From an optimization exercise on the open Yosys and OpenROAD flow, aimed at small area, a short achievable clock period and few clock cycles; shortcuts taken in it are not production practice.
Where RTL was checked, it was by simulation tests only, not by an equivalence proof against the original.
Power is estimated from default activity; no workload was simulated.

// mulDiv
module mulDiv(clk, rst_n, valid, ready, mode, in_A, in_B, out);
    input         clk, rst_n;
    input         valid, mode;  
    output        ready;
    input  [31:0] in_A, in_B;
    output [63:0] out;
    function [4:0] lzc32;
        input [31:0] x;
        reg   [15:0] x16;
        reg   [7:0]  x8;
        reg   [3:0]  x4;
        reg   [1:0]  x2;
        begin
            lzc32[4] = ~|x[31:16];
            x16      = lzc32[4] ? x[15:0]  : x[31:16];
            lzc32[3] = ~|x16[15:8];
            x8       = lzc32[3] ? x16[7:0] : x16[15:8];
            lzc32[2] = ~|x8[7:4];
            x4       = lzc32[2] ? x8[3:0]  : x8[7:4];
            lzc32[1] = ~|x4[3:2];
            x2       = lzc32[1] ? x4[1:0]  : x4[3:2];
            lzc32[0] = ~x2[1];
        end
    endfunction
    reg         s_norm, s_iter, rdy;
    reg         md;
    reg  [4:0]  cnt;
    reg  [4:0]  lza, lzb;
    reg         za, zb;
    reg  [31:0] X, Y, Z;
    assign ready = rdy;
    assign out   = {X, Y};
    wire        a_short = (lza >= lzb);           
    wire [4:0]  lzm     = a_short ? lza : lzb;
    wire [31:0] mop     = a_short ? X : Z;        
    wire [31:0] nop     = a_short ? Z : X;        
    wire [4:0]  dsh     = lzb - lza;              
    wire [31:0] sh_in   = md ? Z : mop;
    wire [4:0]  sh_amt  = md ? dsh : lzm;
    wire [31:0] sh_out  = sh_in << sh_amt;
  ...
For scale: roughly 1900 cells after synthesis, roughly 120 flip-flops.
Settings: LEC_CHECK=0, CAP_MARGIN=20, CORE_MARGIN=2, CORE_UTILIZATION=40, PLACE_DENSITY=0.6, SLEW_MARGIN=20; clock period 5.0 ns.
run.sh (not shown) runs the stock make flow with config.mk's settings and CLKGATE_MAP_FILE= SYNTH_SCRIPT=/design/flow/synth_recipe.tcl, a recipe that flattens the netlist after the stock synthesis.
The starting point completed without violations.
==> next run, changes <==
Settings changed: SETUP_SLACK_MARGIN set to 1.5.
Result: Sequential power shrinks by about 2%; global-route usage went up by 0.81 points; power increases by 16%; worst setup slack gets better by 140 ps; register-to-register slack is better by 140 ps.
Function was not checked in any run of this note: the RTL went through the layout flow alone.

========
Another version of the RTL of mulDiv (not shown whole).
Size: ~1900 cells after synthesis, ~130 flip-flops, roughly 0.014 sq mm of cells after synthesis.
==> flow/design.v (excerpt) <==
module mulDiv(clk, rst_n, valid, ready, mode, in_A, in_B, out);
    input         clk, rst_n;
    input         valid, mode;  
    output        ready;
    input  [31:0] in_A, in_B;
    output [63:0] out;
    function [4:0] lzc32;
        input [31:0] x;
        reg   [15:0] v1;           
        reg   [15:0] p1;           
        reg   [7:0]  v2;
        reg   [15:0] p2;           
        reg   [3:0]  v3;
        reg   [11:0] p3;           
        reg   [1:0]  v4;
        reg   [7:0]  p4;           
        integer i;
        begin
            for (i = 0; i < 16; i = i + 1) begin
                v1[i] = x[2*i+1] | x[2*i];
                p1[i] = ~x[2*i+1];
            end
            for (i = 0; i < 8; i = i + 1) begin
                v2[i] = v1[2*i+1] | v1[2*i];
                p2[2*i+1]   = ~v1[2*i+1];
                p2[2*i]     = v1[2*i+1] ? p1[2*i+1] : p1[2*i];
            end
            for (i = 0; i < 4; i = i + 1) begin
                v3[i] = v2[2*i+1] | v2[2*i];
                p3[3*i+2]   = ~v2[2*i+1];
                p3[3*i+:2]  = v2[2*i+1] ? p2[2*(2*i+1)+:2] : p2[2*(2*i)+:2];
            end
            for (i = 0; i < 2; i = i + 1) begin
                v4[i] = v3[2*i+1] | v3[2*i];
                p4[4*i+3]   = ~v3[2*i+1];
                p4[4*i+:3]  = v3[2*i+1] ? p3[3*(2*i+1)+:3] : p3[3*(2*i)+:3];
            end
            lzc32[4]   = ~v4[1];
            lzc32[3:0] = v4[1] ? p4[7:4] : p4[3:0];
        end
    endfunction
    function [31:0] below_msb;
        input [31:0] x;
        integer i;
        begin
            below_msb[31] = x[31];
            for (i = 30; i >= 0; i = i - 1)
                below_msb[i] = below_msb[i+1] | x[i];
        end
    endfunction
    function [31:0] inc32;
        input [31:0] x;
        input        ci;
        input [1:0]  k;
        reg   [31:0] q;            
        reg   [31:0] pa;           
        reg   [31:0] cy;
        integer i, l;
        begin
            for (i = 0; i < 32; i = i + 1)
                q[i] = x[i] | (i < k);
            pa = q;
            for (l = 0; l < 5; l = l + 1)
                for (i = 0; i < 32; i = i + 1)
  ...
clock: 5.0 ns
lec_check: 0
cap_margin: 20
core_margin: 2
core_utilization: 50
place_density: 0.7
slew_margin: 20
standard.sh (not shown) runs the stock make flow with config.mk's settings and CLKGATE_MAP_FILE= SYNTH_SCRIPT=/design/flow/synth_recipe.tcl, a recipe that flattens the netlist after the stock synthesis.
==> flow/flow/run.sh <==
#!/bin/bash
# Own layout flow: the standard ORFS flow (standard.sh: unchanged
# synthesis, floorplan, placement, CTS, routing and finishing steps) with
# three changes:
#  - the input and output ports are buffered with sky130_fd_sc_hd__buf_1
#    instead of the cell buffer_ports picks by default;
#  - clock tree synthesis runs with ORFS's default arguments plus
#    -dont_use_dummy_load (no dummy load cells on the clock tree);
#  - the setup-slack margin that timing repair aims for is 1.7 ns up to and
#    including CTS, and 1.2 ns for the repair after global routing, so that
#    the post-route repair only fixes what global-route parasitics break
#    instead of upsizing many paths for a few ps.
# Each make run's full output goes to its own log file in this folder
# (make_cts.log, make_finish.log); ORFS keeps each step's log in orfs/logs/.
set -euo pipefail
export BUFFER_PORTS_ARGS="-buffer_cell sky130_fd_sc_hd__buf_1"
export CTS_ARGS="-sink_clustering_enable -repair_clock_nets -dont_use_dummy_load"
SETUP_SLACK_MARGIN=1.7 bash standard.sh cts > make_cts.log 2>&1
SETUP_SLACK_MARGIN=1.2 bash standard.sh > make_finish.log 2>&1
Testbench counts at the start, summed over its fixed seeds: cycles 13,418.
Change:
--- a/flow/flow/run.sh
+++ b/flow/flow/run.sh
@@ -3,2 +3,2 @@
-# synthesis, floorplan, placement, CTS, routing and finishing steps) with
-# three changes:
+# synthesis, floorplan, placement, CTS, routing and finishing steps) with two
+# changes:
@@ -7,2 +6,0 @@
-#  - clock tree synthesis runs with ORFS's default arguments plus
-#    -dont_use_dummy_load (no dummy load cells on the clock tree);
@@ -17 +14,0 @@
-export CTS_ARGS="-sink_clustering_enable -repair_clock_nets -dont_use_dummy_load"
- PLACE_DENSITY: 0.7 -> 0.8
Power decreases by 1.3%.
Non-clock buffer count is lower by 9.
Clock skew went down by 13 ps.
Via count goes up by 1.7%.
Change:
--- a/flow/flow/run.sh
+++ b/flow/flow/run.sh
@@ -3,2 +3,2 @@
-# synthesis, floorplan, placement, CTS, routing and finishing steps) with two
-# changes:
+# synthesis, floorplan, placement, CTS, routing and finishing steps) with
+# three changes:
@@ -7,2 +7,4 @@
-#  - the setup-slack margin that timing repair aims for is 1.7 ns up to and
-#    including CTS, and 1.2 ns for the repair after global routing, so that
+#  - clock tree synthesis runs with ORFS's default arguments plus
+#    -dont_use_dummy_load (no dummy load cells on the clock tree);
+#  - the setup-slack margin that timing repair aims for is 1.9 ns up to and
+#    including CTS, and 1.5 ns for the repair after global routing, so that
@@ -15,2 +17,3 @@
-SETUP_SLACK_MARGIN=1.7 bash standard.sh cts > make_cts.log 2>&1
-SETUP_SLACK_MARGIN=1.2 bash standard.sh > make_finish.log 2>&1
+export CTS_ARGS="-sink_clustering_enable -repair_clock_nets -dont_use_dummy_load"
+SETUP_SLACK_MARGIN=1.9 bash standard.sh cts > make_cts.log 2>&1
+SETUP_SLACK_MARGIN=1.5 bash standard.sh > make_finish.log 2>&1
- ABC_AREA: unset -> 1
- PLACE_DENSITY: 0.8 -> 0.7
After rerunning:
- The changed run finished clean
- synthesized cell count increases by well over a third
- setup slack gets better by 290 ps
- first-iteration DRC count climbs by about a fifth
- non-clock buffer count came out lower by 37
Change:
==> flow/flow/run.sh (replaced) <==
#!/bin/bash
# Own layout flow: the standard ORFS flow (standard.sh, unchanged synthesis
# and steps), except that the input and output ports are buffered with the
# smallest buffer cell (sky130_fd_sc_hd__buf_1) instead of the cell
# buffer_ports picks by default.  Every step's full output goes to a log file
# of its own in this folder (make.log) and in orfs/logs/.
set -euo pipefail
export BUFFER_PORTS_ARGS="-buffer_cell sky130_fd_sc_hd__buf_1"
bash standard.sh > make.log 2>&1
- ABC_AREA: 1 -> unset
- CORE_UTILIZATION: 50 -> 60
- PLACE_DENSITY: 0.7 -> 0.75
- SETUP_SLACK_MARGIN: unset -> 1.7
Outcome:
- register-to-register slack got worse by 270 ps
- final cell count decreases by 29%
- via count shrinks by 20%
- core utilization climbs by 19 points
- cell area stays flat
- sequential cell count stays the same
- combinational power increases by 5.3%
- worst hold slack got worse by 39 ps
- total power is higher by 6.4%
- synthesized area goes down by 11%
- global-route usage goes up by 1.3 points
Change:
==> flow/flow/run.sh (replaced) <==
#!/bin/bash
# Own layout flow: the standard ORFS flow (standard.sh: unchanged
# synthesis, floorplan, placement, CTS, routing and finishing steps) with two
# changes:
#  - the input and output ports are buffered with sky130_fd_sc_hd__buf_1
#    instead of the cell buffer_ports picks by default;
#  - the setup-slack margin that timing repair aims for is 1.7 ns up to and
#    including CTS, and 1.4 ns for the repair after global routing, so that
#    the post-route repair only fixes what global-route parasitics break
#    instead of upsizing many paths for a few ps.
# Each make run's full output goes to its own log file in this folder
# (make_cts.log, make_finish.log); ORFS keeps each step's log in orfs/logs/.
set -euo pipefail
export BUFFER_PORTS_ARGS="-buffer_cell sky130_fd_sc_hd__buf_1"
SETUP_SLACK_MARGIN=1.7 bash standard.sh cts > make_cts.log 2>&1
SETUP_SLACK_MARGIN=1.4 bash standard.sh > make_finish.log 2>&1
- CORE_UTILIZATION: 60 -> 50
- PLACE_DENSITY: 0.75 -> 0.7
- SETUP_SLACK_MARGIN: 1.7 -> unset
The new run went through all stages and came out clean.
Wire length fell by 3.4%.
Global-route usage came out lower by 6.0 points.
Hold slack improved by 26 ps.

## static timing again, ports no longer ideal
No port has a modelled driver above. Below, the same layouts with a new extraction and two added sets of constraints.
Step 1: set_driving_cell puts a clkbuf_16 on clk and a buf_2 on each other input, an assumption about the parent block.
Step 2 adds t to the input delays and takes it off the output delays; t is the mean of the earliest and latest rising clock arrival at the registers after step 1. Input paths then give back, and output paths get back, about the clock's delay inside the block.
Three values: no drivers, after step 1, after step 2; two values: the first two.
run | t (ns) | setup slack, ns | worst data-port slew with drivers (ns)
the first run of note 1 | 0.519 | 0.274 / 0.274 / 0.274 | 0.04
the second run of note 1 | 0.513 | 0.415 / 0.415 / 0.415 | 0.06
the first run of note 2 | 0.473 | 1.457 / 1.457 / 1.262 | 0.04
the second run of note 2 | 0.490 | 1.422 / 1.422 / 1.411 | 0.04
the third run of note 2 | 0.491 | 1.717 / 1.717 / 1.539 | 0.07
the fourth run of note 2 | 0.494 | 1.448 / 1.448 / 1.308 | 0.04
the fifth run of note 2 | 0.488 | 1.530 / 1.530 / 1.317 | 0.04
After both steps every run listed still meets setup and hold. The setup slack of the fifth run of note 2, which loses most, moves by 0.000 ns with the drivers and by -0.213 ns with both steps.
